From an optimization exercise on the open Yosys and OpenROAD flow, aimed at small area; shortcuts taken in it are not production practice. In this exercise RTL edits were held to simulation tests only and were not proved equivalent to the original.

==> flow/design.v, too long to show whole: its modules and the start of the top module <==
// module Top_FFT: 2035 lines
module Top_FFT #(parameter INTEGER_SIZE = 8, FRACT_SIZE = 8, NFFT = 128) (
    input  wire clk, rst,
    input  wire start_FFT,
    input  wire signed [INTEGER_SIZE+FRACT_SIZE-1:0] serial_in_r, serial_in_i,
    output wire signed [INTEGER_SIZE+FRACT_SIZE-1:0] serial_out_r, serial_out_i,
    output wire end_FFT, data_valid_FFT
);
  // ...
==> flow/run.sh <==
#!/bin/bash
# synth_recipe.tcl (not shown) runs the flow's synth.tcl, then flattens the netlist and writes it again
# the make line also repeats each setting of config.mk as NAME=value (left out here)
make -C /OpenROAD-flow-scripts/flow DESIGN_CONFIG=/design/flow/config.mk WORK_HOME=/design/flow/orfs CLKGATE_MAP_FILE= SYNTH_SCRIPT=/design/flow/synth_recipe.tcl finish
==> flow/config.mk <==
export PLATFORM = sky130hd
export DESIGN_NAME = Top_FFT
export DESIGN_NICKNAME = Top_FFT
export VERILOG_FILES = /design/flow/design.v
export SDC_FILE = /design/flow/constraint.sdc
export NUM_CORES = 4
export LEC_CHECK = 0
export CAP_MARGIN = 20
export CORE_MARGIN = 2
export CORE_UTILIZATION = 40
export SLEW_MARGIN = 20
==> flow/constraint.sdc <==
create_clock -name core_clock -period 12.0 [get_ports {clk}]
set_input_delay 2.4000 -clock core_clock [delete_from_list [all_inputs] [get_ports {clk}]]
set_output_delay 2.4000 -clock core_clock [all_outputs]
set_load 0.01 [all_outputs]
==> metrics.md, run 1 <==
| Metric | Value |
|---|---|
| Worst Hold Depth | 0 |
| Max-area cell class | registers |
| Vias/cell | 4.78 |
| FF+latch area | 85100 µm² |
| Clock Tree Buf Depth | 4 |
| Area growth from synthesis to layout | 14.6% |
| Most frequent cells in the layout | dfxtp_1, fa_1, inv_1 |
| Drt first pass iters | 7 |
| GRT met2 Usage | 0.282 |
| Setup Slack @ Placement | 0.512 ns |
| Hold crit path type | reg -> reg |
| WL met1 | 142000 µm |
| Biggest register | s1_dl |
| Syn Nets | 12250 |
| Register area share after synthesis | 0.617 |
| Hold buffers post-CTS | 0 |
| Critical Path Most Common Cell | fa_1 |
| Post-synthesis mux area share | 0.00758 |
| Met2 wire len | 140000 µm |
| Input/output buffers | 68 |
| Status | timing/DRC/antenna clean |
==> run 2, diff against run 1 <==
--- a/flow/design.v
+++ b/flow/design.v
@@ -9,10 +9,10 @@
 always @(posedge clk or negedge rst)
     if (!rst) cnt <= 9'd0;
     else if (start_FFT) cnt <= 9'd1;
-    else if (cnt == 9'd0 || cnt == 9'd259) cnt <= 9'd0;
+    else if (cnt == 9'd0 || cnt == 9'd258) cnt <= 9'd0;
     else cnt <= cnt + 9'd1;
-assign data_valid_FFT = (cnt >= 9'd132) && (cnt <= 9'd259);
-assign end_FFT = (cnt == 9'd132);
+assign data_valid_FFT = (cnt >= 9'd131) && (cnt <= 9'd258);
+assign end_FFT = (cnt == 9'd131);
 wire signed [15:0] s1_in_r = serial_in_r, s1_in_i = serial_in_i;
 wire [6:0] s1_l = cnt[6:0] - 7'd0;
 wire s1_b = s1_l[6];
@@ -29,46 +29,47 @@
 wire [2:0] s5_l = cnt[2:0] - 3'd3;
 wire s5_b = s5_l[2];
 wire [1:0] s5_j = s5_l[1:0];
-wire [1:0] s6_l = cnt[1:0] - 2'd0;
+wire [1:0] s6_l = cnt[1:0] - 2'd3;
 wire s6_b = s6_l[1];
 wire [0:0] s6_j = s6_l[0:0];
 wire [0:0] s7_l = cnt[0:0] - 1'd0;
 wire s7_b = s7_l[0];
 reg [2047:0] s1_dl;
 wire signed [15:0] s1_ar = s1_dl[2047:2032], s1_ai = s1_dl[2031:2016];
-wire s1_sr_s0, s1_sr_c0; assign {s1_sr_c0, s1_sr_s0} = s1_ar[0] + s1_in_r[0] + 1'b0;
-wire s1_sr_s1, s1_sr_c1; assign {s1_sr_c1, s1_sr_s1} = s1_ar[1] + s1_in_r[1] + s1_sr_c0;
-wire s1_sr_s2, s1_sr_c2; assign {s1_sr_c2, s1_sr_s2} = s1_ar[2] + s1_in_r[2] + s1_sr_c1;
-wire s1_sr_s3, s1_sr_c3; assign {s1_sr_c3, s1_sr_s3} = s1_ar[3] + s1_in_r[3] + s1_sr_c2;
-wire s1_sr_s4, s1_sr_c4; assign {s1_sr_c4, s1_sr_s4} = s1_ar[4] + s1_in_r[4] + s1_sr_c3;
-wire s1_sr_s5, s1_sr_c5; assign {s1_sr_c5, s1_sr_s5} = s1_ar[5] + s1_in_r[5] + s1_sr_c4;
-wire s1_sr_s6, s1_sr_c6; assign {s1_sr_c6, s1_sr_s6} = s1_ar[6] + s1_in_r[6] + s1_sr_c5;
-wire s1_sr_s7, s1_sr_c7; assign {s1_sr_c7, s1_sr_s7} = s1_ar[7] + s1_in_r[7] + s1_sr_c6;
-wire s1_sr_s8, s1_sr_c8; assign {s1_sr_c8, s1_sr_s8} = s1_ar[8] + s1_in_r[8] + s1_sr_c7;
-wire s1_sr_s9, s1_sr_c9; assign {s1_sr_c9, s1_sr_s9} = s1_ar[9] + s1_in_r[9] + s1_sr_c8;
-wire s1_sr_s10, s1_sr_c10; assign {s1_sr_c10, s1_sr_s10} = s1_ar[10] + s1_in_r[10] + s1_sr_c9;
-wire s1_sr_s11, s1_sr_c11; assign {s1_sr_c11, s1_sr_s11} = s1_ar[11] + s1_in_r[11] + s1_sr_c10;
-wire s1_sr_s12, s1_sr_c12; assign {s1_sr_c12, s1_sr_s12} = s1_ar[12] + s1_in_r[12] + s1_sr_c11;
-wire s1_sr_s13, s1_sr_c13; assign {s1_sr_c13, s1_sr_s13} = s1_ar[13] + s1_in_r[13] + s1_sr_c12;
-wire s1_sr_s14, s1_sr_c14; assign {s1_sr_c14, s1_sr_s14} = s1_ar[14] + s1_in_r[14] + s1_sr_c13;
-wire s1_sr_s15; assign s1_sr_s15 = s1_ar[15] ^ s1_in_r[15] ^ s1_sr_c14;
+wire [15:0] s1_gr = s1_in_r & {16{s1_b}}, s1_gi = s1_in_i & {16{s1_b}};
+wire s1_sr_s0, s1_sr_c0; assign {s1_sr_c0, s1_sr_s0} = s1_ar[0] + s1_gr[0] + 1'b0;
+wire s1_sr_s1, s1_sr_c1; assign {s1_sr_c1, s1_sr_s1} = s1_ar[1] + s1_gr[1] + s1_sr_c0;
+wire s1_sr_s2, s1_sr_c2; assign {s1_sr_c2, s1_sr_s2} = s1_ar[2] + s1_gr[2] + s1_sr_c1;
+wire s1_sr_s3, s1_sr_c3; assign {s1_sr_c3, s1_sr_s3} = s1_ar[3] + s1_gr[3] + s1_sr_c2;
+wire s1_sr_s4, s1_sr_c4; assign {s1_sr_c4, s1_sr_s4} = s1_ar[4] + s1_gr[4] + s1_sr_c3;
+wire s1_sr_s5, s1_sr_c5; assign {s1_sr_c5, s1_sr_s5} = s1_ar[5] + s1_gr[5] + s1_sr_c4;
+wire s1_sr_s6, s1_sr_c6; assign {s1_sr_c6, s1_sr_s6} = s1_ar[6] + s1_gr[6] + s1_sr_c5;
+wire s1_sr_s7, s1_sr_c7; assign {s1_sr_c7, s1_sr_s7} = s1_ar[7] + s1_gr[7] + s1_sr_c6;
+wire s1_sr_s8, s1_sr_c8; assign {s1_sr_c8, s1_sr_s8} = s1_ar[8] + s1_gr[8] + s1_sr_c7;
+wire s1_sr_s9, s1_sr_c9; assign {s1_sr_c9, s1_sr_s9} = s1_ar[9] + s1_gr[9] + s1_sr_c8;
+wire s1_sr_s10, s1_sr_c10; assign {s1_sr_c10, s1_sr_s10} = s1_ar[10] + s1_gr[10] + s1_sr_c9;
+wire s1_sr_s11, s1_sr_c11; assign {s1_sr_c11, s1_sr_s11} = s1_ar[11] + s1_gr[11] + s1_sr_c10;
+wire s1_sr_s12, s1_sr_c12; assign {s1_sr_c12, s1_sr_s12} = s1_ar[12] + s1_gr[12] + s1_sr_c11;
+wire s1_sr_s13, s1_sr_c13; assign {s1_sr_c13, s1_sr_s13} = s1_ar[13] + s1_gr[13] + s1_sr_c12;
+wire s1_sr_s14, s1_sr_c14; assign {s1_sr_c14, s1_sr_s14} = s1_ar[14] + s1_gr[14] + s1_sr_c13;
+wire s1_sr_s15; assign s1_sr_s15 = s1_ar[15] ^ s1_gr[15] ^ s1_sr_c14;
 wire signed [15:0] s1_sr = {s1_sr_s15, s1_sr_s14, s1_sr_s13, s1_sr_s12, s1_sr_s11, s1_sr_s10, s1_sr_s9, s1_sr_s8, s1_sr_s7, s1_sr_s6, s1_sr_s5, s1_sr_s4, s1_sr_s3, s1_sr_s2, s1_sr_s1, s1_sr_s0};
-wire s1_si_s0, s1_si_c0; assign {s1_si_c0, s1_si_s0} = s1_ai[0] + s1_in_i[0] + 1'b0;
-wire s1_si_s1, s1_si_c1; assign {s1_si_c1, s1_si_s1} = s1_ai[1] + s1_in_i[1] + s1_si_c0;
-wire s1_si_s2, s1_si_c2; assign {s1_si_c2, s1_si_s2} = s1_ai[2] + s1_in_i[2] + s1_si_c1;
-wire s1_si_s3, s1_si_c3; assign {s1_si_c3, s1_si_s3} = s1_ai[3] + s1_in_i[3] + s1_si_c2;
-wire s1_si_s4, s1_si_c4; assign {s1_si_c4, s1_si_s4} = s1_ai[4] + s1_in_i[4] + s1_si_c3;
-wire s1_si_s5, s1_si_c5; assign {s1_si_c5, s1_si_s5} = s1_ai[5] + s1_in_i[5] + s1_si_c4;
-wire s1_si_s6, s1_si_c6; assign {s1_si_c6, s1_si_s6} = s1_ai[6] + s1_in_i[6] + s1_si_c5;
-wire s1_si_s7, s1_si_c7; assign {s1_si_c7, s1_si_s7} = s1_ai[7] + s1_in_i[7] + s1_si_c6;
-wire s1_si_s8, s1_si_c8; assign {s1_si_c8, s1_si_s8} = s1_ai[8] + s1_in_i[8] + s1_si_c7;
-wire s1_si_s9, s1_si_c9; assign {s1_si_c9, s1_si_s9} = s1_ai[9] + s1_in_i[9] + s1_si_c8;
-wire s1_si_s10, s1_si_c10; assign {s1_si_c10, s1_si_s10} = s1_ai[10] + s1_in_i[10] + s1_si_c9;
-wire s1_si_s11, s1_si_c11; assign {s1_si_c11, s1_si_s11} = s1_ai[11] + s1_in_i[11] + s1_si_c10;
-wire s1_si_s12, s1_si_c12; assign {s1_si_c12, s1_si_s12} = s1_ai[12] + s1_in_i[12] + s1_si_c11;
-wire s1_si_s13, s1_si_c13; assign {s1_si_c13, s1_si_s13} = s1_ai[13] + s1_in_i[13] + s1_si_c12;
-wire s1_si_s14, s1_si_c14; assign {s1_si_c14, s1_si_s14} = s1_ai[14] + s1_in_i[14] + s1_si_c13;
-wire s1_si_s15; assign s1_si_s15 = s1_ai[15] ^ s1_in_i[15] ^ s1_si_c14;
+wire s1_si_s0, s1_si_c0; assign {s1_si_c0, s1_si_s0} = s1_ai[0] + s1_gi[0] + 1'b0;
+wire s1_si_s1, s1_si_c1; assign {s1_si_c1, s1_si_s1} = s1_ai[1] + s1_gi[1] + s1_si_c0;
+wire s1_si_s2, s1_si_c2; assign {s1_si_c2, s1_si_s2} = s1_ai[2] + s1_gi[2] + s1_si_c1;
+wire s1_si_s3, s1_si_c3; assign {s1_si_c3, s1_si_s3} = s1_ai[3] + s1_gi[3] + s1_si_c2;
+wire s1_si_s4, s1_si_c4; assign {s1_si_c4, s1_si_s4} = s1_ai[4] + s1_gi[4] + s1_si_c3;
+wire s1_si_s5, s1_si_c5; assign {s1_si_c5, s1_si_s5} = s1_ai[5] + s1_gi[5] + s1_si_c4;
+wire s1_si_s6, s1_si_c6; assign {s1_si_c6, s1_si_s6} = s1_ai[6] + s1_gi[6] + s1_si_c5;
+wire s1_si_s7, s1_si_c7; assign {s1_si_c7, s1_si_s7} = s1_ai[7] + s1_gi[7] + s1_si_c6;
+wire s1_si_s8, s1_si_c8; assign {s1_si_c8, s1_si_s8} = s1_ai[8] + s1_gi[8] + s1_si_c7;
+wire s1_si_s9, s1_si_c9; assign {s1_si_c9, s1_si_s9} = s1_ai[9] + s1_gi[9] + s1_si_c8;
+wire s1_si_s10, s1_si_c10; assign {s1_si_c10, s1_si_s10} = s1_ai[10] + s1_gi[10] + s1_si_c9;
+wire s1_si_s11, s1_si_c11; assign {s1_si_c11, s1_si_s11} = s1_ai[11] + s1_gi[11] + s1_si_c10;
+wire s1_si_s12, s1_si_c12; assign {s1_si_c12, s1_si_s12} = s1_ai[12] + s1_gi[12] + s1_si_c11;
+wire s1_si_s13, s1_si_c13; assign {s1_si_c13, s1_si_s13} = s1_ai[13] + s1_gi[13] + s1_si_c12;
+wire s1_si_s14, s1_si_c14; assign {s1_si_c14, s1_si_s14} = s1_ai[14] + s1_gi[14] + s1_si_c13;
+wire s1_si_s15; assign s1_si_s15 = s1_ai[15] ^ s1_gi[15] ^ s1_si_c14;
 wire signed [15:0] s1_si = {s1_si_s15, s1_si_s14, s1_si_s13, s1_si_s12, s1_si_s11, s1_si_s10, s1_si_s9, s1_si_s8, s1_si_s7, s1_si_s6, s1_si_s5, s1_si_s4, s1_si_s3, s1_si_s2, s1_si_s1, s1_si_s0};
 wire signed [15:0] s1_dr = s1_ar - s1_in_r, s1_di = s1_ai - s1_in_i;
 reg signed [15:0] s2_in_r, s2_in_i;
@@ -145,39 +146,40 @@
 reg signed [15:0] s3_in_r, s3_in_i;
 reg [511:0] s3_dl;
 wire signed [15:0] s3_ar = s3_dl[511:496], s3_ai = s3_dl[495:480];
-wire s3_sr_s0, s3_sr_c0; assign {s3_sr_c0, s3_sr_s0} = s3_ar[0] + s3_in_r[0] + 1'b0;
-wire s3_sr_s1, s3_sr_c1; assign {s3_sr_c1, s3_sr_s1} = s3_ar[1] + s3_in_r[1] + s3_sr_c0;
-wire s3_sr_s2, s3_sr_c2; assign {s3_sr_c2, s3_sr_s2} = s3_ar[2] + s3_in_r[2] + s3_sr_c1;
-wire s3_sr_s3, s3_sr_c3; assign {s3_sr_c3, s3_sr_s3} = s3_ar[3] + s3_in_r[3] + s3_sr_c2;
-wire s3_sr_s4, s3_sr_c4; assign {s3_sr_c4, s3_sr_s4} = s3_ar[4] + s3_in_r[4] + s3_sr_c3;
-wire s3_sr_s5, s3_sr_c5; assign {s3_sr_c5, s3_sr_s5} = s3_ar[5] + s3_in_r[5] + s3_sr_c4;
-wire s3_sr_s6, s3_sr_c6; assign {s3_sr_c6, s3_sr_s6} = s3_ar[6] + s3_in_r[6] + s3_sr_c5;
-wire s3_sr_s7, s3_sr_c7; assign {s3_sr_c7, s3_sr_s7} = s3_ar[7] + s3_in_r[7] + s3_sr_c6;
-wire s3_sr_s8, s3_sr_c8; assign {s3_sr_c8, s3_sr_s8} = s3_ar[8] + s3_in_r[8] + s3_sr_c7;
-wire s3_sr_s9, s3_sr_c9; assign {s3_sr_c9, s3_sr_s9} = s3_ar[9] + s3_in_r[9] + s3_sr_c8;
-wire s3_sr_s10, s3_sr_c10; assign {s3_sr_c10, s3_sr_s10} = s3_ar[10] + s3_in_r[10] + s3_sr_c9;
-wire s3_sr_s11, s3_sr_c11; assign {s3_sr_c11, s3_sr_s11} = s3_ar[11] + s3_in_r[11] + s3_sr_c10;
-wire s3_sr_s12, s3_sr_c12; assign {s3_sr_c12, s3_sr_s12} = s3_ar[12] + s3_in_r[12] + s3_sr_c11;
-wire s3_sr_s13, s3_sr_c13; assign {s3_sr_c13, s3_sr_s13} = s3_ar[13] + s3_in_r[13] + s3_sr_c12;
-wire s3_sr_s14, s3_sr_c14; assign {s3_sr_c14, s3_sr_s14} = s3_ar[14] + s3_in_r[14] + s3_sr_c13;
-wire s3_sr_s15; assign s3_sr_s15 = s3_ar[15] ^ s3_in_r[15] ^ s3_sr_c14;
+wire [15:0] s3_gr = s3_in_r & {16{s3_b}}, s3_gi = s3_in_i & {16{s3_b}};
+wire s3_sr_s0, s3_sr_c0; assign {s3_sr_c0, s3_sr_s0} = s3_ar[0] + s3_gr[0] + 1'b0;
+wire s3_sr_s1, s3_sr_c1; assign {s3_sr_c1, s3_sr_s1} = s3_ar[1] + s3_gr[1] + s3_sr_c0;
+wire s3_sr_s2, s3_sr_c2; assign {s3_sr_c2, s3_sr_s2} = s3_ar[2] + s3_gr[2] + s3_sr_c1;
+wire s3_sr_s3, s3_sr_c3; assign {s3_sr_c3, s3_sr_s3} = s3_ar[3] + s3_gr[3] + s3_sr_c2;
+wire s3_sr_s4, s3_sr_c4; assign {s3_sr_c4, s3_sr_s4} = s3_ar[4] + s3_gr[4] + s3_sr_c3;
+wire s3_sr_s5, s3_sr_c5; assign {s3_sr_c5, s3_sr_s5} = s3_ar[5] + s3_gr[5] + s3_sr_c4;
+wire s3_sr_s6, s3_sr_c6; assign {s3_sr_c6, s3_sr_s6} = s3_ar[6] + s3_gr[6] + s3_sr_c5;
+wire s3_sr_s7, s3_sr_c7; assign {s3_sr_c7, s3_sr_s7} = s3_ar[7] + s3_gr[7] + s3_sr_c6;
+wire s3_sr_s8, s3_sr_c8; assign {s3_sr_c8, s3_sr_s8} = s3_ar[8] + s3_gr[8] + s3_sr_c7;
+wire s3_sr_s9, s3_sr_c9; assign {s3_sr_c9, s3_sr_s9} = s3_ar[9] + s3_gr[9] + s3_sr_c8;
+wire s3_sr_s10, s3_sr_c10; assign {s3_sr_c10, s3_sr_s10} = s3_ar[10] + s3_gr[10] + s3_sr_c9;
+wire s3_sr_s11, s3_sr_c11; assign {s3_sr_c11, s3_sr_s11} = s3_ar[11] + s3_gr[11] + s3_sr_c10;
+wire s3_sr_s12, s3_sr_c12; assign {s3_sr_c12, s3_sr_s12} = s3_ar[12] + s3_gr[12] + s3_sr_c11;
+wire s3_sr_s13, s3_sr_c13; assign {s3_sr_c13, s3_sr_s13} = s3_ar[13] + s3_gr[13] + s3_sr_c12;
+wire s3_sr_s14, s3_sr_c14; assign {s3_sr_c14, s3_sr_s14} = s3_ar[14] + s3_gr[14] + s3_sr_c13;
+wire s3_sr_s15; assign s3_sr_s15 = s3_ar[15] ^ s3_gr[15] ^ s3_sr_c14;
 wire signed [15:0] s3_sr = {s3_sr_s15, s3_sr_s14, s3_sr_s13, s3_sr_s12, s3_sr_s11, s3_sr_s10, s3_sr_s9, s3_sr_s8, s3_sr_s7, s3_sr_s6, s3_sr_s5, s3_sr_s4, s3_sr_s3, s3_sr_s2, s3_sr_s1, s3_sr_s0};
-wire s3_si_s0, s3_si_c0; assign {s3_si_c0, s3_si_s0} = s3_ai[0] + s3_in_i[0] + 1'b0;
-wire s3_si_s1, s3_si_c1; assign {s3_si_c1, s3_si_s1} = s3_ai[1] + s3_in_i[1] + s3_si_c0;
-wire s3_si_s2, s3_si_c2; assign {s3_si_c2, s3_si_s2} = s3_ai[2] + s3_in_i[2] + s3_si_c1;
-wire s3_si_s3, s3_si_c3; assign {s3_si_c3, s3_si_s3} = s3_ai[3] + s3_in_i[3] + s3_si_c2;
-wire s3_si_s4, s3_si_c4; assign {s3_si_c4, s3_si_s4} = s3_ai[4] + s3_in_i[4] + s3_si_c3;
-wire s3_si_s5, s3_si_c5; assign {s3_si_c5, s3_si_s5} = s3_ai[5] + s3_in_i[5] + s3_si_c4;
-wire s3_si_s6, s3_si_c6; assign {s3_si_c6, s3_si_s6} = s3_ai[6] + s3_in_i[6] + s3_si_c5;
-wire s3_si_s7, s3_si_c7; assign {s3_si_c7, s3_si_s7} = s3_ai[7] + s3_in_i[7] + s3_si_c6;
-wire s3_si_s8, s3_si_c8; assign {s3_si_c8, s3_si_s8} = s3_ai[8] + s3_in_i[8] + s3_si_c7;
-wire s3_si_s9, s3_si_c9; assign {s3_si_c9, s3_si_s9} = s3_ai[9] + s3_in_i[9] + s3_si_c8;
-wire s3_si_s10, s3_si_c10; assign {s3_si_c10, s3_si_s10} = s3_ai[10] + s3_in_i[10] + s3_si_c9;
-wire s3_si_s11, s3_si_c11; assign {s3_si_c11, s3_si_s11} = s3_ai[11] + s3_in_i[11] + s3_si_c10;
-wire s3_si_s12, s3_si_c12; assign {s3_si_c12, s3_si_s12} = s3_ai[12] + s3_in_i[12] + s3_si_c11;
-wire s3_si_s13, s3_si_c13; assign {s3_si_c13, s3_si_s13} = s3_ai[13] + s3_in_i[13] + s3_si_c12;
-wire s3_si_s14, s3_si_c14; assign {s3_si_c14, s3_si_s14} = s3_ai[14] + s3_in_i[14] + s3_si_c13;
-wire s3_si_s15; assign s3_si_s15 = s3_ai[15] ^ s3_in_i[15] ^ s3_si_c14;
+wire s3_si_s0, s3_si_c0; assign {s3_si_c0, s3_si_s0} = s3_ai[0] + s3_gi[0] + 1'b0;
+wire s3_si_s1, s3_si_c1; assign {s3_si_c1, s3_si_s1} = s3_ai[1] + s3_gi[1] + s3_si_c0;
+wire s3_si_s2, s3_si_c2; assign {s3_si_c2, s3_si_s2} = s3_ai[2] + s3_gi[2] + s3_si_c1;
+wire s3_si_s3, s3_si_c3; assign {s3_si_c3, s3_si_s3} = s3_ai[3] + s3_gi[3] + s3_si_c2;
+wire s3_si_s4, s3_si_c4; assign {s3_si_c4, s3_si_s4} = s3_ai[4] + s3_gi[4] + s3_si_c3;
+wire s3_si_s5, s3_si_c5; assign {s3_si_c5, s3_si_s5} = s3_ai[5] + s3_gi[5] + s3_si_c4;
+wire s3_si_s6, s3_si_c6; assign {s3_si_c6, s3_si_s6} = s3_ai[6] + s3_gi[6] + s3_si_c5;
+wire s3_si_s7, s3_si_c7; assign {s3_si_c7, s3_si_s7} = s3_ai[7] + s3_gi[7] + s3_si_c6;
+wire s3_si_s8, s3_si_c8; assign {s3_si_c8, s3_si_s8} = s3_ai[8] + s3_gi[8] + s3_si_c7;
+wire s3_si_s9, s3_si_c9; assign {s3_si_c9, s3_si_s9} = s3_ai[9] + s3_gi[9] + s3_si_c8;
+wire s3_si_s10, s3_si_c10; assign {s3_si_c10, s3_si_s10} = s3_ai[10] + s3_gi[10] + s3_si_c9;
+wire s3_si_s11, s3_si_c11; assign {s3_si_c11, s3_si_s11} = s3_ai[11] + s3_gi[11] + s3_si_c10;
+wire s3_si_s12, s3_si_c12; assign {s3_si_c12, s3_si_s12} = s3_ai[12] + s3_gi[12] + s3_si_c11;
+wire s3_si_s13, s3_si_c13; assign {s3_si_c13, s3_si_s13} = s3_ai[13] + s3_gi[13] + s3_si_c12;
+wire s3_si_s14, s3_si_c14; assign {s3_si_c14, s3_si_s14} = s3_ai[14] + s3_gi[14] + s3_si_c13;
+wire s3_si_s15; assign s3_si_s15 = s3_ai[15] ^ s3_gi[15] ^ s3_si_c14;
 wire signed [15:0] s3_si = {s3_si_s15, s3_si_s14, s3_si_s13, s3_si_s12, s3_si_s11, s3_si_s10, s3_si_s9, s3_si_s8, s3_si_s7, s3_si_s6, s3_si_s5, s3_si_s4, s3_si_s3, s3_si_s2, s3_si_s1, s3_si_s0};
 wire signed [15:0] s3_dr = s3_ar - s3_in_r, s3_di = s3_ai - s3_in_i;
 reg signed [15:0] s4_in_r, s4_in_i;
@@ -363,39 +365,40 @@
 reg signed [15:0] s7_in_r, s7_in_i;
 reg [31:0] s7_dl;
 wire signed [15:0] s7_ar = s7_dl[31:16], s7_ai = s7_dl[15:0];
-wire s7_sr_s0, s7_sr_c0; assign {s7_sr_c0, s7_sr_s0} = s7_ar[0] + s7_in_r[0] + 1'b0;
-wire s7_sr_s1, s7_sr_c1; assign {s7_sr_c1, s7_sr_s1} = s7_ar[1] + s7_in_r[1] + s7_sr_c0;
-wire s7_sr_s2, s7_sr_c2; assign {s7_sr_c2, s7_sr_s2} = s7_ar[2] + s7_in_r[2] + s7_sr_c1;
-wire s7_sr_s3, s7_sr_c3; assign {s7_sr_c3, s7_sr_s3} = s7_ar[3] + s7_in_r[3] + s7_sr_c2;
-wire s7_sr_s4, s7_sr_c4; assign {s7_sr_c4, s7_sr_s4} = s7_ar[4] + s7_in_r[4] + s7_sr_c3;
-wire s7_sr_s5, s7_sr_c5; assign {s7_sr_c5, s7_sr_s5} = s7_ar[5] + s7_in_r[5] + s7_sr_c4;
-wire s7_sr_s6, s7_sr_c6; assign {s7_sr_c6, s7_sr_s6} = s7_ar[6] + s7_in_r[6] + s7_sr_c5;
-wire s7_sr_s7, s7_sr_c7; assign {s7_sr_c7, s7_sr_s7} = s7_ar[7] + s7_in_r[7] + s7_sr_c6;
-wire s7_sr_s8, s7_sr_c8; assign {s7_sr_c8, s7_sr_s8} = s7_ar[8] + s7_in_r[8] + s7_sr_c7;
-wire s7_sr_s9, s7_sr_c9; assign {s7_sr_c9, s7_sr_s9} = s7_ar[9] + s7_in_r[9] + s7_sr_c8;
-wire s7_sr_s10, s7_sr_c10; assign {s7_sr_c10, s7_sr_s10} = s7_ar[10] + s7_in_r[10] + s7_sr_c9;
-wire s7_sr_s11, s7_sr_c11; assign {s7_sr_c11, s7_sr_s11} = s7_ar[11] + s7_in_r[11] + s7_sr_c10;
-wire s7_sr_s12, s7_sr_c12; assign {s7_sr_c12, s7_sr_s12} = s7_ar[12] + s7_in_r[12] + s7_sr_c11;
-wire s7_sr_s13, s7_sr_c13; assign {s7_sr_c13, s7_sr_s13} = s7_ar[13] + s7_in_r[13] + s7_sr_c12;
-wire s7_sr_s14, s7_sr_c14; assign {s7_sr_c14, s7_sr_s14} = s7_ar[14] + s7_in_r[14] + s7_sr_c13;
-wire s7_sr_s15; assign s7_sr_s15 = s7_ar[15] ^ s7_in_r[15] ^ s7_sr_c14;
+wire [15:0] s7_gr = s7_in_r & {16{s7_b}}, s7_gi = s7_in_i & {16{s7_b}};
+wire s7_sr_s0, s7_sr_c0; assign {s7_sr_c0, s7_sr_s0} = s7_ar[0] + s7_gr[0] + 1'b0;
+wire s7_sr_s1, s7_sr_c1; assign {s7_sr_c1, s7_sr_s1} = s7_ar[1] + s7_gr[1] + s7_sr_c0;
+wire s7_sr_s2, s7_sr_c2; assign {s7_sr_c2, s7_sr_s2} = s7_ar[2] + s7_gr[2] + s7_sr_c1;
+wire s7_sr_s3, s7_sr_c3; assign {s7_sr_c3, s7_sr_s3} = s7_ar[3] + s7_gr[3] + s7_sr_c2;
+wire s7_sr_s4, s7_sr_c4; assign {s7_sr_c4, s7_sr_s4} = s7_ar[4] + s7_gr[4] + s7_sr_c3;
+wire s7_sr_s5, s7_sr_c5; assign {s7_sr_c5, s7_sr_s5} = s7_ar[5] + s7_gr[5] + s7_sr_c4;
+wire s7_sr_s6, s7_sr_c6; assign {s7_sr_c6, s7_sr_s6} = s7_ar[6] + s7_gr[6] + s7_sr_c5;
+wire s7_sr_s7, s7_sr_c7; assign {s7_sr_c7, s7_sr_s7} = s7_ar[7] + s7_gr[7] + s7_sr_c6;
+wire s7_sr_s8, s7_sr_c8; assign {s7_sr_c8, s7_sr_s8} = s7_ar[8] + s7_gr[8] + s7_sr_c7;
+wire s7_sr_s9, s7_sr_c9; assign {s7_sr_c9, s7_sr_s9} = s7_ar[9] + s7_gr[9] + s7_sr_c8;
+wire s7_sr_s10, s7_sr_c10; assign {s7_sr_c10, s7_sr_s10} = s7_ar[10] + s7_gr[10] + s7_sr_c9;
+wire s7_sr_s11, s7_sr_c11; assign {s7_sr_c11, s7_sr_s11} = s7_ar[11] + s7_gr[11] + s7_sr_c10;
+wire s7_sr_s12, s7_sr_c12; assign {s7_sr_c12, s7_sr_s12} = s7_ar[12] + s7_gr[12] + s7_sr_c11;
+wire s7_sr_s13, s7_sr_c13; assign {s7_sr_c13, s7_sr_s13} = s7_ar[13] + s7_gr[13] + s7_sr_c12;
+wire s7_sr_s14, s7_sr_c14; assign {s7_sr_c14, s7_sr_s14} = s7_ar[14] + s7_gr[14] + s7_sr_c13;
+wire s7_sr_s15; assign s7_sr_s15 = s7_ar[15] ^ s7_gr[15] ^ s7_sr_c14;
 wire signed [15:0] s7_sr = {s7_sr_s15, s7_sr_s14, s7_sr_s13, s7_sr_s12, s7_sr_s11, s7_sr_s10, s7_sr_s9, s7_sr_s8, s7_sr_s7, s7_sr_s6, s7_sr_s5, s7_sr_s4, s7_sr_s3, s7_sr_s2, s7_sr_s1, s7_sr_s0};
-wire s7_si_s0, s7_si_c0; assign {s7_si_c0, s7_si_s0} = s7_ai[0] + s7_in_i[0] + 1'b0;
-wire s7_si_s1, s7_si_c1; assign {s7_si_c1, s7_si_s1} = s7_ai[1] + s7_in_i[1] + s7_si_c0;
-wire s7_si_s2, s7_si_c2; assign {s7_si_c2, s7_si_s2} = s7_ai[2] + s7_in_i[2] + s7_si_c1;
-wire s7_si_s3, s7_si_c3; assign {s7_si_c3, s7_si_s3} = s7_ai[3] + s7_in_i[3] + s7_si_c2;
-wire s7_si_s4, s7_si_c4; assign {s7_si_c4, s7_si_s4} = s7_ai[4] + s7_in_i[4] + s7_si_c3;
-wire s7_si_s5, s7_si_c5; assign {s7_si_c5, s7_si_s5} = s7_ai[5] + s7_in_i[5] + s7_si_c4;
-wire s7_si_s6, s7_si_c6; assign {s7_si_c6, s7_si_s6} = s7_ai[6] + s7_in_i[6] + s7_si_c5;
-wire s7_si_s7, s7_si_c7; assign {s7_si_c7, s7_si_s7} = s7_ai[7] + s7_in_i[7] + s7_si_c6;
-wire s7_si_s8, s7_si_c8; assign {s7_si_c8, s7_si_s8} = s7_ai[8] + s7_in_i[8] + s7_si_c7;
-wire s7_si_s9, s7_si_c9; assign {s7_si_c9, s7_si_s9} = s7_ai[9] + s7_in_i[9] + s7_si_c8;
-wire s7_si_s10, s7_si_c10; assign {s7_si_c10, s7_si_s10} = s7_ai[10] + s7_in_i[10] + s7_si_c9;
-wire s7_si_s11, s7_si_c11; assign {s7_si_c11, s7_si_s11} = s7_ai[11] + s7_in_i[11] + s7_si_c10;
-wire s7_si_s12, s7_si_c12; assign {s7_si_c12, s7_si_s12} = s7_ai[12] + s7_in_i[12] + s7_si_c11;
-wire s7_si_s13, s7_si_c13; assign {s7_si_c13, s7_si_s13} = s7_ai[13] + s7_in_i[13] + s7_si_c12;
-wire s7_si_s14, s7_si_c14; assign {s7_si_c14, s7_si_s14} = s7_ai[14] + s7_in_i[14] + s7_si_c13;
-wire s7_si_s15; assign s7_si_s15 = s7_ai[15] ^ s7_in_i[15] ^ s7_si_c14;
+wire s7_si_s0, s7_si_c0; assign {s7_si_c0, s7_si_s0} = s7_ai[0] + s7_gi[0] + 1'b0;
+wire s7_si_s1, s7_si_c1; assign {s7_si_c1, s7_si_s1} = s7_ai[1] + s7_gi[1] + s7_si_c0;
+wire s7_si_s2, s7_si_c2; assign {s7_si_c2, s7_si_s2} = s7_ai[2] + s7_gi[2] + s7_si_c1;
+wire s7_si_s3, s7_si_c3; assign {s7_si_c3, s7_si_s3} = s7_ai[3] + s7_gi[3] + s7_si_c2;
+wire s7_si_s4, s7_si_c4; assign {s7_si_c4, s7_si_s4} = s7_ai[4] + s7_gi[4] + s7_si_c3;
+wire s7_si_s5, s7_si_c5; assign {s7_si_c5, s7_si_s5} = s7_ai[5] + s7_gi[5] + s7_si_c4;
+wire s7_si_s6, s7_si_c6; assign {s7_si_c6, s7_si_s6} = s7_ai[6] + s7_gi[6] + s7_si_c5;
+wire s7_si_s7, s7_si_c7; assign {s7_si_c7, s7_si_s7} = s7_ai[7] + s7_gi[7] + s7_si_c6;
+wire s7_si_s8, s7_si_c8; assign {s7_si_c8, s7_si_s8} = s7_ai[8] + s7_gi[8] + s7_si_c7;
+wire s7_si_s9, s7_si_c9; assign {s7_si_c9, s7_si_s9} = s7_ai[9] + s7_gi[9] + s7_si_c8;
+wire s7_si_s10, s7_si_c10; assign {s7_si_c10, s7_si_s10} = s7_ai[10] + s7_gi[10] + s7_si_c9;
+wire s7_si_s11, s7_si_c11; assign {s7_si_c11, s7_si_s11} = s7_ai[11] + s7_gi[11] + s7_si_c10;
+wire s7_si_s12, s7_si_c12; assign {s7_si_c12, s7_si_s12} = s7_ai[12] + s7_gi[12] + s7_si_c11;
+wire s7_si_s13, s7_si_c13; assign {s7_si_c13, s7_si_s13} = s7_ai[13] + s7_gi[13] + s7_si_c12;
+wire s7_si_s14, s7_si_c14; assign {s7_si_c14, s7_si_s14} = s7_ai[14] + s7_gi[14] + s7_si_c13;
+wire s7_si_s15; assign s7_si_s15 = s7_ai[15] ^ s7_gi[15] ^ s7_si_c14;
 wire signed [15:0] s7_si = {s7_si_s15, s7_si_s14, s7_si_s13, s7_si_s12, s7_si_s11, s7_si_s10, s7_si_s9, s7_si_s8, s7_si_s7, s7_si_s6, s7_si_s5, s7_si_s4, s7_si_s3, s7_si_s2, s7_si_s1, s7_si_s0};
 wire s7_dr_s0, s7_dr_c0; assign {s7_dr_c0, s7_dr_s0} = s7_ar[0] + !s7_in_r[0] + 1'b1;
 wire s7_dr_s1, s7_dr_c1; assign {s7_dr_c1, s7_dr_s1} = s7_ar[1] + !s7_in_r[1] + s7_dr_c0;
@@ -1915,90 +1918,106 @@
 wire [23:0] m2_iy = {m2_n962, m2_n960, m2_n958, m2_n956, m2_n954, m2_n952, m2_n950, m2_n948, m2_n946, m2_n944, m2_n942, m2_n940, m2_n938, m2_n936, m2_n934, m2_n932, m2_n930, m2_n928, m2_n926, m2_n924, m2_n922, m2_n920, m2_n918, m2_n917};
 wire [23:0] m2_is = m2_ix + m2_iy;
 wire [15:0] m2_i = m2_is[23:8];
+wire [2:0] s5_q = cnt[2:0] - 3'd3;
 wire signed [15:0] s5_br = s5_dl[95:80], s5_bi = s5_dl[79:64];
-wire signed [15:0] s5_xr = s5_j[0] ? s5_ar : s5_br;
-wire signed [15:0] s5_xi = s5_j[0] ? s5_ai : s5_bi;
-wire s5_nr = s5_j[0] | s5_j[1];    
-wire s5_ni = ~s5_j[0] & s5_j[1];   
-wire signed [17:0] s5_z = (s5_nr ? -s5_xr : s5_xr) + (s5_ni ? -s5_xi : s5_xi);
-wire s5_y_n1, s5_y_n2, s5_y_n3, s5_y_n4, s5_y_n5, s5_y_n6, s5_y_n7, s5_y_n8, s5_y_n9, s5_y_n10, s5_y_n11, s5_y_n12, s5_y_n13, s5_y_n14, s5_y_n15, s5_y_n16, s5_y_n17, s5_y_n18, s5_y_n19, s5_y_n20, s5_y_n21, s5_y_n22, s5_y_n23, s5_y_n24, s5_y_n25, s5_y_n26, s5_y_n27, s5_y_n28, s5_y_n29, s5_y_n30, s5_y_n31, s5_y_n32, s5_y_n33, s5_y_n34, s5_y_n35, s5_y_n36, s5_y_n37, s5_y_n38, s5_y_n39, s5_y_n40, s5_y_n41, s5_y_n42, s5_y_n43, s5_y_n44, s5_y_n45, s5_y_n46, s5_y_n47, s5_y_n48, s5_y_n49, s5_y_n50, s5_y_n51, s5_y_n52, s5_y_n53, s5_y_n54, s5_y_n55, s5_y_n56, s5_y_n57, s5_y_n58, s5_y_n59, s5_y_n60, s5_y_n61, s5_y_n62, s5_y_n63, s5_y_n64, s5_y_n65, s5_y_n66, s5_y_n67, s5_y_n68, s5_y_n69, s5_y_n70, s5_y_n71, s5_y_n72, s5_y_n73, s5_y_n74, s5_y_n75, s5_y_n76, s5_y_n77, s5_y_n78, s5_y_n79, s5_y_n80, s5_y_n81, s5_y_n82, s5_y_n83, s5_y_n84, s5_y_n85, s5_y_n86, s5_y_n87, s5_y_n88, s5_y_n89, s5_y_n90, s5_y_n91, s5_y_n92, s5_y_n93, s5_y_n94, s5_y_n95, s5_y_n96, s5_y_n97, s5_y_n98, s5_y_n99, s5_y_n100, s5_y_n101, s5_y_n102, s5_y_n103, s5_y_n104, s5_y_n105, s5_y_n106, s5_y_n107, s5_y_n108, s5_y_n109, s5_y_n110;
-assign s5_y_n1 = ~s5_z[17];
-assign s5_y_n2 = ~s5_z[17];
-assign s5_y_n3 = ~s5_z[17];
-assign s5_y_n4 = ~s5_z[17];
-assign {s5_y_n6, s5_y_n5} = s5_z[0] + s5_z[2];
-assign {s5_y_n8, s5_y_n7} = s5_z[1] + s5_z[3] + s5_z[4];
-assign {s5_y_n10, s5_y_n9} = s5_z[2] + s5_z[4] + s5_z[5];
-assign {s5_y_n12, s5_y_n11} = s5_z[3] + s5_z[5] + s5_z[6];
-assign {s5_y_n14, s5_y_n13} = s5_z[4] + s5_z[6] + s5_z[7];
-assign {s5_y_n16, s5_y_n15} = s5_z[5] + s5_z[7] + s5_z[8];
-assign {s5_y_n18, s5_y_n17} = s5_z[6] + s5_z[8] + s5_z[9];
-assign {s5_y_n20, s5_y_n19} = s5_z[7] + s5_z[9] + s5_z[10];
-assign {s5_y_n22, s5_y_n21} = s5_z[8] + s5_z[10] + s5_z[11];
-assign {s5_y_n24, s5_y_n23} = s5_z[9] + s5_z[11] + s5_z[12];
-assign {s5_y_n26, s5_y_n25} = s5_z[10] + s5_z[12] + s5_z[13];
-assign {s5_y_n28, s5_y_n27} = s5_z[15] + s5_y_n4;
-assign {s5_y_n30, s5_y_n29} = s5_z[11] + s5_z[13] + s5_z[14];
-assign {s5_y_n32, s5_y_n31} = s5_z[16] + 1'b1;
-assign {s5_y_n34, s5_y_n33} = s5_z[12] + s5_z[14] + s5_z[15];
-assign {s5_y_n36, s5_y_n35} = s5_z[13] + s5_z[15];
-assign {s5_y_n38, s5_y_n37} = s5_z[0] + s5_z[1];
-assign {s5_y_n40, s5_y_n39} = s5_z[1] + s5_z[2] + s5_z[4];
-assign {s5_y_n42, s5_y_n41} = s5_z[3] + s5_z[5] + s5_z[7];
-assign {s5_y_n44, s5_y_n43} = s5_z[6] + s5_z[8] + s5_y_n7;
-assign {s5_y_n46, s5_y_n45} = s5_z[7] + s5_z[9] + s5_y_n9;
-assign {s5_y_n48, s5_y_n47} = s5_z[8] + s5_z[10] + s5_y_n11;
-assign {s5_y_n50, s5_y_n49} = s5_z[9] + s5_z[11] + s5_y_n13;
-assign {s5_y_n52, s5_y_n51} = s5_z[10] + s5_z[12] + s5_y_n15;
-assign {s5_y_n54, s5_y_n53} = s5_z[11] + s5_z[13] + s5_y_n17;
-assign {s5_y_n56, s5_y_n55} = s5_z[12] + s5_z[14] + s5_y_n19;
-assign {s5_y_n58, s5_y_n57} = s5_z[13] + s5_z[15] + s5_y_n21;
-assign {s5_y_n60, s5_y_n59} = s5_z[14] + s5_z[16] + s5_y_n23;
-assign {s5_y_n62, s5_y_n61} = 1'b1 + s5_y_n25 + s5_y_n27;
-assign {s5_y_n64, s5_y_n63} = s5_y_n29 + s5_y_n31 + s5_y_n26;
-assign {s5_y_n66, s5_y_n65} = s5_y_n3 + s5_y_n33 + s5_y_n30;
-assign {s5_y_n68, s5_y_n67} = s5_z[16] + 1'b1 + s5_y_n35;
-assign {s5_y_n70, s5_y_n69} = s5_z[14] + s5_z[16] + s5_y_n2;
-assign {s5_y_n72, s5_y_n71} = s5_z[0] + s5_z[2];
-assign {s5_y_n74, s5_y_n73} = s5_z[3] + s5_z[5] + s5_y_n37;
-assign {s5_y_n76, s5_y_n75} = s5_z[6] + s5_y_n39 + s5_y_n38;
-assign {s5_y_n78, s5_y_n77} = s5_y_n5 + s5_y_n41 + s5_y_n40;
-assign {s5_y_n80, s5_y_n79} = s5_y_n6 + s5_y_n43 + s5_y_n42;
-assign {s5_y_n82, s5_y_n81} = s5_y_n8 + s5_y_n45 + s5_y_n44;
-assign {s5_y_n84, s5_y_n83} = s5_y_n10 + s5_y_n47 + s5_y_n46;
-assign {s5_y_n86, s5_y_n85} = s5_y_n12 + s5_y_n49 + s5_y_n48;
-assign {s5_y_n88, s5_y_n87} = s5_y_n14 + s5_y_n51 + s5_y_n50;
-assign {s5_y_n90, s5_y_n89} = s5_y_n16 + s5_y_n53 + s5_y_n52;
-assign {s5_y_n92, s5_y_n91} = s5_y_n18 + s5_y_n55 + s5_y_n54;
-assign {s5_y_n94, s5_y_n93} = s5_y_n20 + s5_y_n57 + s5_y_n56;
-assign {s5_y_n96, s5_y_n95} = s5_y_n22 + s5_y_n59 + s5_y_n58;
-assign {s5_y_n98, s5_y_n97} = s5_y_n24 + s5_y_n61 + s5_y_n60;
-assign {s5_y_n100, s5_y_n99} = s5_y_n28 + s5_y_n63 + s5_y_n62;
-assign {s5_y_n102, s5_y_n101} = s5_y_n32 + s5_y_n65 + s5_y_n64;
-assign {s5_y_n104, s5_y_n103} = s5_y_n34 + s5_y_n67 + s5_y_n66;
-assign {s5_y_n106, s5_y_n105} = s5_y_n36 + s5_y_n69 + s5_y_n68;
-assign {s5_y_n108, s5_y_n107} = s5_z[15] + s5_y_n1 + s5_y_n70;
-assign {s5_y_n110, s5_y_n109} = s5_z[16] + 1'b1;
-wire [23:0] s5_y_x = {s5_y_n109, s5_y_n107, s5_y_n105, s5_y_n103, s5_y_n101, s5_y_n99, s5_y_n97, s5_y_n95, s5_y_n93, s5_y_n91, s5_y_n89, s5_y_n87, s5_y_n85, s5_y_n83, s5_y_n81, s5_y_n79, s5_y_n77, s5_y_n75, s5_y_n73, s5_z[4], s5_z[1], s5_z[0], s5_z[1], s5_z[0]};
-wire [23:0] s5_y_y = {s5_y_n108, s5_y_n106, s5_y_n104, s5_y_n102, s5_y_n100, s5_y_n98, s5_y_n96, s5_y_n94, s5_y_n92, s5_y_n90, s5_y_n88, s5_y_n86, s5_y_n84, s5_y_n82, s5_y_n80, s5_y_n78, s5_y_n76, s5_y_n74, s5_y_n72, s5_y_n71, s5_z[3], s5_z[2], 1'b0, 1'b0};
+wire signed [15:0] s5_cr = s5_dl[63:48], s5_ci = s5_dl[47:32];
+wire s5_odd = s5_q[0];
+wire signed [15:0] s5_xr = s5_odd ? s5_cr : s5_br;
+wire signed [15:0] s5_xi = s5_odd ? s5_ci : s5_bi;
+wire s5_na = (s5_q != 3'd7);             
+wire s5_ni = (s5_q == 3'd2);             
+wire [16:0] s5_za = {17{s5_na}} ^ {s5_xr[15], s5_xr};
+wire [16:0] s5_zb = {17{s5_ni}} ^ {s5_xi[15], s5_xi};
+wire [16:0] s5_z = s5_za + s5_zb + s5_na;
+wire s5_y_n1, s5_y_n2, s5_y_n3, s5_y_n4, s5_y_n5, s5_y_n6, s5_y_n7, s5_y_n8, s5_y_n9, s5_y_n10, s5_y_n11, s5_y_n12, s5_y_n13, s5_y_n14, s5_y_n15, s5_y_n16, s5_y_n17, s5_y_n18, s5_y_n19, s5_y_n20, s5_y_n21, s5_y_n22, s5_y_n23, s5_y_n24, s5_y_n25, s5_y_n26, s5_y_n27, s5_y_n28, s5_y_n29, s5_y_n30, s5_y_n31, s5_y_n32, s5_y_n33, s5_y_n34, s5_y_n35, s5_y_n36, s5_y_n37, s5_y_n38, s5_y_n39, s5_y_n40, s5_y_n41, s5_y_n42, s5_y_n43, s5_y_n44, s5_y_n45, s5_y_n46, s5_y_n47, s5_y_n48, s5_y_n49, s5_y_n50, s5_y_n51, s5_y_n52, s5_y_n53, s5_y_n54, s5_y_n55, s5_y_n56, s5_y_n57, s5_y_n58, s5_y_n59, s5_y_n60, s5_y_n61, s5_y_n62, s5_y_n63, s5_y_n64, s5_y_n65, s5_y_n66, s5_y_n67, s5_y_n68, s5_y_n69, s5_y_n70, s5_y_n71, s5_y_n72, s5_y_n73, s5_y_n74, s5_y_n75, s5_y_n76, s5_y_n77, s5_y_n78, s5_y_n79, s5_y_n80, s5_y_n81, s5_y_n82, s5_y_n83, s5_y_n84, s5_y_n85, s5_y_n86, s5_y_n87, s5_y_n88, s5_y_n89, s5_y_n90, s5_y_n91, s5_y_n92, s5_y_n93, s5_y_n94, s5_y_n95, s5_y_n96, s5_y_n97, s5_y_n98, s5_y_n99, s5_y_n100, s5_y_n101, s5_y_n102, s5_y_n103, s5_y_n104, s5_y_n105, s5_y_n106, s5_y_n107, s5_y_n108, s5_y_n109, s5_y_n110, s5_y_n111, s5_y_n112, s5_y_n113, s5_y_n114, s5_y_n115, s5_y_n116, s5_y_n117, s5_y_n118, s5_y_n119, s5_y_n120, s5_y_n121, s5_y_n122, s5_y_n123, s5_y_n124, s5_y_n125, s5_y_n126, s5_y_n127, s5_y_n128, s5_y_n129, s5_y_n130, s5_y_n131, s5_y_n132, s5_y_n133;
+assign s5_y_n1 = ~s5_z[16];
+assign s5_y_n2 = ~s5_z[16];
+assign s5_y_n3 = ~s5_z[16];
+assign s5_y_n4 = ~s5_z[16];
+assign s5_y_n5 = ~s5_z[16];
+assign {s5_y_n7, s5_y_n6} = s5_z[0] + s5_z[1];
+assign {s5_y_n9, s5_y_n8} = s5_z[1] + s5_z[2];
+assign {s5_y_n11, s5_y_n10} = s5_z[0] + s5_z[2] + s5_z[3];
+assign {s5_y_n13, s5_y_n12} = s5_z[5] + s5_z[7];
+assign {s5_y_n15, s5_y_n14} = s5_z[1] + s5_z[3] + s5_z[4];
+assign {s5_y_n17, s5_y_n16} = s5_z[6] + s5_z[8];
+assign {s5_y_n19, s5_y_n18} = s5_z[2] + s5_z[4] + s5_z[5];
+assign {s5_y_n21, s5_y_n20} = s5_z[7] + s5_z[9];
+assign {s5_y_n23, s5_y_n22} = s5_z[3] + s5_z[5] + s5_z[6];
+assign {s5_y_n25, s5_y_n24} = s5_z[8] + s5_z[10];
+assign {s5_y_n27, s5_y_n26} = s5_z[4] + s5_z[6] + s5_z[7];
+assign {s5_y_n29, s5_y_n28} = s5_z[9] + s5_z[11];
+assign {s5_y_n31, s5_y_n30} = s5_z[5] + s5_z[7] + s5_z[8];
+assign {s5_y_n33, s5_y_n32} = s5_z[10] + s5_z[12];
+assign {s5_y_n35, s5_y_n34} = s5_z[6] + s5_z[8] + s5_z[9];
+assign {s5_y_n37, s5_y_n36} = s5_z[11] + s5_z[13];
+assign {s5_y_n39, s5_y_n38} = s5_z[7] + s5_z[9] + s5_z[10];
+assign {s5_y_n41, s5_y_n40} = s5_z[12] + s5_z[14];
+assign {s5_y_n43, s5_y_n42} = s5_z[8] + s5_z[10] + s5_z[11];
+assign {s5_y_n45, s5_y_n44} = s5_z[13] + s5_z[15];
+assign {s5_y_n47, s5_y_n46} = s5_z[9] + s5_z[11] + s5_z[12];
+assign {s5_y_n49, s5_y_n48} = s5_z[14] + s5_y_n5 + 1'b1;
+assign {s5_y_n51, s5_y_n50} = s5_z[10] + s5_z[12] + s5_z[13];
+assign {s5_y_n53, s5_y_n52} = s5_z[15] + 1'b1;
+assign {s5_y_n55, s5_y_n54} = s5_z[11] + s5_z[13] + s5_z[14];
+assign {s5_y_n57, s5_y_n56} = s5_z[12] + s5_z[14];
+assign {s5_y_n59, s5_y_n58} = s5_z[0] + s5_z[2];
+assign {s5_y_n61, s5_y_n60} = s5_z[3] + s5_z[5] + s5_ni;
+assign {s5_y_n63, s5_y_n62} = s5_z[4] + s5_z[6] + s5_y_n8;
+assign {s5_y_n65, s5_y_n64} = s5_ni + s5_y_n10 + s5_y_n12;
+assign {s5_y_n67, s5_y_n66} = s5_y_n14 + s5_y_n16 + s5_y_n11;
+assign {s5_y_n69, s5_y_n68} = s5_y_n18 + s5_y_n20 + s5_y_n15;
+assign {s5_y_n71, s5_y_n70} = s5_y_n22 + s5_y_n24 + s5_y_n19;
+assign {s5_y_n73, s5_y_n72} = s5_y_n26 + s5_y_n28 + s5_y_n23;
+assign {s5_y_n75, s5_y_n74} = s5_y_n30 + s5_y_n32 + s5_y_n27;
+assign {s5_y_n77, s5_y_n76} = s5_y_n34 + s5_y_n36 + s5_y_n31;
+assign {s5_y_n79, s5_y_n78} = s5_y_n38 + s5_y_n40 + s5_y_n35;
+assign {s5_y_n81, s5_y_n80} = s5_y_n42 + s5_y_n44 + s5_y_n39;
+assign {s5_y_n83, s5_y_n82} = s5_y_n46 + s5_y_n48 + s5_y_n43;
+assign {s5_y_n85, s5_y_n84} = s5_y_n50 + s5_y_n52 + s5_y_n47;
+assign {s5_y_n87, s5_y_n86} = s5_y_n4 + s5_y_n54 + s5_y_n51;
+assign {s5_y_n89, s5_y_n88} = s5_z[15] + 1'b1 + s5_y_n56;
+assign {s5_y_n91, s5_y_n90} = s5_z[13] + s5_z[15] + s5_y_n3;
+assign {s5_y_n93, s5_y_n92} = s5_z[0] + s5_z[2];
+assign {s5_y_n95, s5_y_n94} = s5_z[1] + s5_z[3];
+assign {s5_y_n97, s5_y_n96} = s5_z[4] + s5_ni + s5_y_n58;
+assign {s5_y_n99, s5_y_n98} = s5_y_n6 + s5_y_n60 + s5_y_n59;
+assign {s5_y_n101, s5_y_n100} = s5_y_n7 + s5_y_n62 + s5_y_n61;
+assign {s5_y_n103, s5_y_n102} = s5_y_n9 + s5_y_n64 + s5_y_n63;
+assign {s5_y_n105, s5_y_n104} = s5_y_n13 + s5_y_n66 + s5_y_n65;
+assign {s5_y_n107, s5_y_n106} = s5_y_n17 + s5_y_n68 + s5_y_n67;
+assign {s5_y_n109, s5_y_n108} = s5_y_n21 + s5_y_n70 + s5_y_n69;
+assign {s5_y_n111, s5_y_n110} = s5_y_n25 + s5_y_n72 + s5_y_n71;
+assign {s5_y_n113, s5_y_n112} = s5_y_n29 + s5_y_n74 + s5_y_n73;
+assign {s5_y_n115, s5_y_n114} = s5_y_n33 + s5_y_n76 + s5_y_n75;
+assign {s5_y_n117, s5_y_n116} = s5_y_n37 + s5_y_n78 + s5_y_n77;
+assign {s5_y_n119, s5_y_n118} = s5_y_n41 + s5_y_n80 + s5_y_n79;
+assign {s5_y_n121, s5_y_n120} = s5_y_n45 + s5_y_n82 + s5_y_n81;
+assign {s5_y_n123, s5_y_n122} = s5_y_n49 + s5_y_n84 + s5_y_n83;
+assign {s5_y_n125, s5_y_n124} = s5_y_n53 + s5_y_n86 + s5_y_n85;
+assign {s5_y_n127, s5_y_n126} = s5_y_n55 + s5_y_n88 + s5_y_n87;
+assign {s5_y_n129, s5_y_n128} = s5_y_n57 + s5_y_n90 + s5_y_n89;
+assign {s5_y_n131, s5_y_n130} = s5_z[14] + s5_y_n2 + s5_y_n91;
+assign {s5_y_n133, s5_y_n132} = s5_z[15] + 1'b1;
+wire [23:0] s5_y_x = {s5_y_n1, s5_y_n132, s5_y_n130, s5_y_n128, s5_y_n126, s5_y_n124, s5_y_n122, s5_y_n120, s5_y_n118, s5_y_n116, s5_y_n114, s5_y_n112, s5_y_n110, s5_y_n108, s5_y_n106, s5_y_n104, s5_y_n102, s5_y_n100, s5_y_n98, s5_y_n96, s5_y_n94, s5_ni, s5_z[1], s5_z[0]};
+wire [23:0] s5_y_y = {s5_y_n133, s5_y_n131, s5_y_n129, s5_y_n127, s5_y_n125, s5_y_n123, s5_y_n121, s5_y_n119, s5_y_n117, s5_y_n115, s5_y_n113, s5_y_n111, s5_y_n109, s5_y_n107, s5_y_n105, s5_y_n103, s5_y_n101, s5_y_n99, s5_y_n97, s5_y_n95, s5_y_n93, s5_y_n92, 1'b0, s5_ni};
 wire [23:0] s5_y_s = s5_y_x + s5_y_y;
 wire [15:0] s5_y = s5_y_s[23:8];
-reg [15:0] s5_hold;
-always @(posedge clk) s5_hold <= s5_y;
+reg [15:0] s5_h1, s5_h2;
+always @(posedge clk) begin s5_h2 <= s5_y; s5_h1 <= s5_h2; end
 reg [15:0] s5_mr, s5_mi;
 always @(*) case (s5_j)
     2'd0: begin s5_mr = s5_ar; s5_mi = s5_ai; end
-    2'd1: begin s5_mr = s5_hold; s5_mi = s5_y; end
     2'd2: begin s5_mr = s5_ai; s5_mi = -s5_ar; end
-    default: begin s5_mr = s5_y; s5_mi = s5_hold; end
+    default: begin s5_mr = s5_h1; s5_mi = s5_h2; end
 endcase
 wire [15:0] s6_mr = s6_j ? s6_ai : s6_ar;
 wire [15:0] s6_mi = s6_j ? -s6_ar : s6_ai;
 wire [15:0] s7_mr = s7_ar, s7_mi = s7_ai;
-always @(posedge clk) s1_dl <= {s1_dl[2015:0], s1_b ? {(m1_s1 ? m1_r : s1_dr), (m1_s1 ? m1_i : s1_di)} : {s1_in_r, s1_in_i}};
+always @(posedge clk) s1_dl <= {s1_dl[2015:0], s1_b ? {(1'b1 ? m1_r : s1_dr), (1'b1 ? m1_i : s1_di)} : {s1_in_r, s1_in_i}};
 always @(*) begin
-    s2_in_r = s1_b ? s1_sr : s1_ar;
-    s2_in_i = s1_b ? s1_si : s1_ai;
+    s2_in_r = s1_sr;
+    s2_in_i = s1_si;
 end
 always @(posedge clk) s2_dl <= {s2_dl[991:0], s2_b ? {s2_dr, s2_di} : {s2_in_r, s2_in_i}};
 always @(posedge clk) begin
@@ -2007,8 +2026,8 @@
 end
 always @(posedge clk) s3_dl <= {s3_dl[479:0], s3_b ? {(m2_s3 ? m2_r : s3_dr), (m2_s3 ? m2_i : s3_di)} : {s3_in_r, s3_in_i}};
 always @(posedge clk) begin
-    s4_in_r <= s3_b ? s3_sr : s3_ar;
-    s4_in_i <= s3_b ? s3_si : s3_ai;
+    s4_in_r <= s3_sr;
+    s4_in_i <= s3_si;
 end
 always @(posedge clk) s4_dl <= {s4_dl[223:0], s4_b ? {(m2_s4push ? m2_r : s4_dr), (m2_s4push ? m2_i : s4_di)} : {s4_in_r, s4_in_i}};
 always @(posedge clk) begin
@@ -2016,19 +2035,19 @@
     s5_in_i <= s4_b ? s4_si : (s4_l[4] ? m2_i : s4_ai);
 end
 always @(posedge clk) s5_dl <= {s5_dl[95:0], s5_b ? {s5_dr, s5_di} : {s5_in_r, s5_in_i}};
-always @(posedge clk) begin
-    s6_in_r <= s5_b ? s5_sr : s5_mr;
-    s6_in_i <= s5_b ? s5_si : s5_mi;
+always @(*) begin
+    s6_in_r = s5_b ? s5_sr : s5_mr;
+    s6_in_i = s5_b ? s5_si : s5_mi;
 end
 always @(posedge clk) s6_dl <= {s6_dl[31:0], s6_b ? {s6_dr, s6_di} : {s6_in_r, s6_in_i}};
-always @(*) begin
-    s7_in_r = s6_b ? s6_sr : s6_mr;
-    s7_in_i = s6_b ? s6_si : s6_mi;
+always @(posedge clk) begin
+    s7_in_r <= s6_b ? s6_sr : s6_mr;
+    s7_in_i <= s6_b ? s6_si : s6_mi;
 end
 always @(posedge clk) s7_dl <= s7_b ? {s7_dr, s7_di} : {s7_in_r, s7_in_i};
-always @(posedge clk) begin
-    s8_in_r <= s7_b ? s7_sr : s7_mr;
-    s8_in_i <= s7_b ? s7_si : s7_mi;
+always @(*) begin
+    s8_in_r = s7_sr;
+    s8_in_i = s7_si;
 end
 assign serial_out_r = s8_in_r;
 assign serial_out_i = s8_in_i;
--- a/flow/config.mk
+++ b/flow/config.mk
@@ -7,5 +7,8 @@
 export LEC_CHECK = 0
 export CAP_MARGIN = 20
 export CORE_MARGIN = 2
-export CORE_UTILIZATION = 40
+export CORE_UTILIZATION = 60
+export CTS_CLUSTER_DIAMETER = 100
+export CTS_CLUSTER_SIZE = 25
+export PLACE_DENSITY = 0.7
 export SLEW_MARGIN = 20
==> run 2 against run 1 <==
- clock skew shrank 0.0077 ns
- global-route usage rose by 8.4 points
- hold slack better by 0.024 ns
- first-iteration DRC count decreased by 9.8%
- die area shrank 34%
- cell area decreased by 6.9%
- wire length down 4.5%
- final cell count down 14%
==> metrics.md, run 2 <==
| Metric | Value |
|---|---|
| Input/output buffers | 68 (unchanged) |
| Die X | 481 µm |
| Routability cong. | 0.932 |
| Commonest cells in the netlist | dfxtp_1, fa_1, inv_1 |
| CP max stage cell | dfrtp_4 |
| Syn Nets | 12024 (-1.8%) |
| Routing usage on met1 | 0.339 |
| Number of flops mapped to enable cells by yosys | 0 |
| Drt first pass iters | 7 (unchanged) |
| Fillers | 16803 |
| Placed wire-length estimate | 211000 µm |
| Slew Limit Fails | 0 |
| Post-route ant nets | 0 |
| Total gr overflow | 0 |
| FF+latch area | 84800 µm² (-0.38%) |
| Clock Tree Buf Depth | 3 (-1) |
| Biggest register | s1_dl |
| Gr usage total | 0.262 |
| Async SR Flop Fraction | 0.00213 |
| Initial antenna violation count | 14 |
| TritonCTS buffer count | 192 |
| Setup Slack @ Placement | 0.404 ns (-0.108 ns) |
| Ranking of synthesized cells by area | dfxtp_1, fa_1, xnor2_1 |
| Period utilization | 0.951 |
| CTS Root Cell | clkbuf_16 |
| Max reg flops | 2048 |
| Crit end category | primary output |
| Dominant cell type by area after synthesis | dfxtp_1 |
| CP Max Fanout | 45 |
| Post-Synth XOR/XNOR Area | 0.0548 |
| Clock Skew | 0.0926 ns |
| WL final | 298000 µm |
| Dominant synthesized flop cell | dfxtp_1 |
| Total number of vias | 73571 |
| Status | timing/DRC/antenna clean |
| Post-synthesis mux area share | 0.0117 (+0.00409) |
| Chip height | 481 µm |
| Least-Margin Pin Slew | 1.24 ns |
| Post-cts gate resize count | 0 |
| Setup violators final | 0 |
| Routed len/inst | 21.5 µm |
| Layout cells sized above 1 | 0.0586 |
| Hold Worst Slack | 0.279 ns |
| Hold crit path type | reg -> reg |
| Synth Warn # | 1 |
| WS Path Type | reg -> out |
| Full die area | 232000 µm² |
| Achievable Freq | 0.0876 GHz |
| Multi-input gate area | 47400 µm² |
| Net count, final | 12075 |
| RSZ-0062 raised after global routing | false |
| CTS tree | yes |
| Hold buffers post-CTS | 0 (unchanged) |
| Core area | 227000 µm² |
| Final hold violation count | 0 |
| PnR worst setup slack | 0.583 ns |
| Vias/cell | 5.31 (+11%) |
| Clk Latency, worst-skew pair | 0.92 ns |
| Commonest non-fill, non-tap cell in the layout | dfxtp_1 |
| Number of global-route vias before repair | 77327 |
| Slowest stage delay, CP | 0.70 ns |
| Rel. slew slack | 0.165 |
| Post-Synth Adder-Cell Area | 0.159 |
| Post-layout min period | 11.42 ns |
| Main combinational cell family by area after synthesis | adder cells |
| First-pass GRT wire length | 462000 µm |
| GRT met2 Usage | 0.432 (+0.149) |
| IO Pins | 69 |
| Post-Syn Area | 137000 µm² |
| Buffer count from post-CTS setup fixing | 0 |
| Simple-gate portion of the synthesized area | 0.0450 |
| Yosys cell types | 102 |
| Worst Setup Start Kind | flop |
| GRT met3 Usage | 0.0389 |
| Most frequent cell after synthesis | dfxtp_1 |
| Mapped Cells | 10768 |
| Top cell type's share of synthesized area | 0.618 |
| Final setup TNS | 0 ns |
| Complex-gate fraction of the synthesized area | 0.0730 |
| Most Crowded Layer GR | met2 |
| Area growth from synthesis to layout | 7.56% |
| Register area share after synthesis | 0.620 (+0.00273) |
| H-tree depth | 4 |
| Synth Area per Inst | 12.7 µm² |
| Row Count | 175 |
| CP Data Arrival Time | 9.02 ns |
| #FFs+latches synth | 4233 |
| Critical path, cell by cell | and2_1 > ha_1 > inv_1 > fa_1 > inv_1 > fa_1 > fa_1 > fa_1 > fa_1 > fa_1 > fa_1 > fa_1 > fa_1 > fa_1 > fa_1 > fa_1 > fa_1 > fa_1 > xor2_1 > xnor2_1 > clkdlybuf4s50_1 |
| Registers with the most flip-flops | s1_dl: 2048 flops, s2_dl: 1024 flops, s3_dl: 512 flops |
| Clk pin slew, worst setup/hold paths | 0.10 ns |
| Largest net degree at the start of global routing | 84 |
| Total clock sinks | 4233 |
| Drc violations | 0 |
| Most frequent cells in the layout | dfxtp_1, fa_1, inv_1 |
| CP Data Required Time | 9.60 ns |
| Initial DRC Count | 5072 |
| Critical Path Most Common Cell | fa_1 |
| Max_cap viols | 0 |
| Initial Util | 0.602 |
[run 2: cell count changes after synthesis, sizes merged, moves of 24 or more]
cell    previous run  this run
o21ai            389       337
a22oi             41        66
a21oi            446       356
nand2            612       512
o221ai            29         5
a21o              79        49
mux2i             88       146
[run 2: layer usage]
metal / routed length [µm] / part of all wire / vias up
li1: - / - / 34619
met4: 16400 / 0.055 / 8
met5: 62 / 0.00021 / -
met3: 14300 / 0.048 / 679
met2: 141000 / 0.47 / 2061
met1: 126000 / 0.42 / 36204
[run 2: metrics by stage]
step                      std cells   util  cell area, µm²
after floorplan               10768      -          137000
after global placement        13632  0.624          142000
after detailed placement      13633  0.624          142000
after CTS                     13855  0.648          147000
after global routing          13859  0.648          147000
final                         13863  0.648          147000
[run 2: layout make-up]
type                    instances  share of cell area
clock buffers                 195              0.0327
diodes                          7            0.000119
well taps                    3009              0.0256
repair buffers                309              0.0171
clock inverters                27             0.00395
multi-input cells            5228               0.322
flip-flops and latches       4233               0.576
inverters                     855              0.0218
[run 2: final timing paths]
kind / startpoint / endpoint / slack (ns) / cells past startpoint
max: cnt[0]$_DFF_PN0_ / serial_out_r[15] / 0.58 / 21
min: s1_dl[1582]$_DFF_P_ / s1_dl[1614]$_DFF_P_ / 0.28 / 0
max reg2reg: cnt[0]$_DFF_PN0_ / s3_dl[30]$_DFF_P_ / 1.49 / 30
min reg2reg: s1_dl[1582]$_DFF_P_ / s1_dl[1614]$_DFF_P_ / 0.28 / 0
max in group asynchronous: rst / cnt[5]$_DFF_PN0_ / 9.75 / 1
min in group asynchronous: rst / cnt[8]$_DFF_PN0_ / 1.86 / 1
[run 2: logic make-up (layout without fill, tap and decap cells)]
logic type / Yosys count / in the layout
AOI/OAI and AO/OA: 1597 / 1597
xor gates and xnor gates: 848 / 848
adders and majority gates: 1222 / 1222
buffers and inverters: 1307 / 1386
DFF: 4233 / 4233
muxes: 158 / 158
other: 0 / 7
and+or+nand+nor: 1403 / 1403
[run 2: worst max-delay path, delay by kind of cell, from the launching register on]
family	cells	cell delay (ns)
and+or+nand+nor	1	0.26
adders and majority gates	15	5.96
DFF	1	0.70
xor gates and xnor gates	2	0.46
buffers and inverters	3	0.72

==> port drivers added, routing unchanged <==
The flow's constraints put no driver on any port. The routed layouts listed below were extracted and timed again, unchanged, in two steps. Step 1: set_driving_cell puts a clkbuf_16 on clk and a buf_2 on each other input, an assumption about the parent block. Step 2 times the ports against the registers' clock, not the clock port: input delays grow and output delays shrink by t, the midpoint of the rising clock arrivals with the driver on. Slacks: no drivers / after step 1 / after step 2; pairs: no drivers / after step 1.
run | t (ns) | setup slack, ns | clock arrival spread, ns
run 1 | 1.000 | 1.365 / 1.398 / 0.411 | 0.107 / 0.107
run 2 | 0.968 | 0.583 / 0.488 / 0.201 | 0.105 / 0.105
After both steps setup and hold are still met in every run listed. For run 1, which loses most, drivers alone change the setup slack by +0.033 ns; drivers and shift together by -0.954 ns.
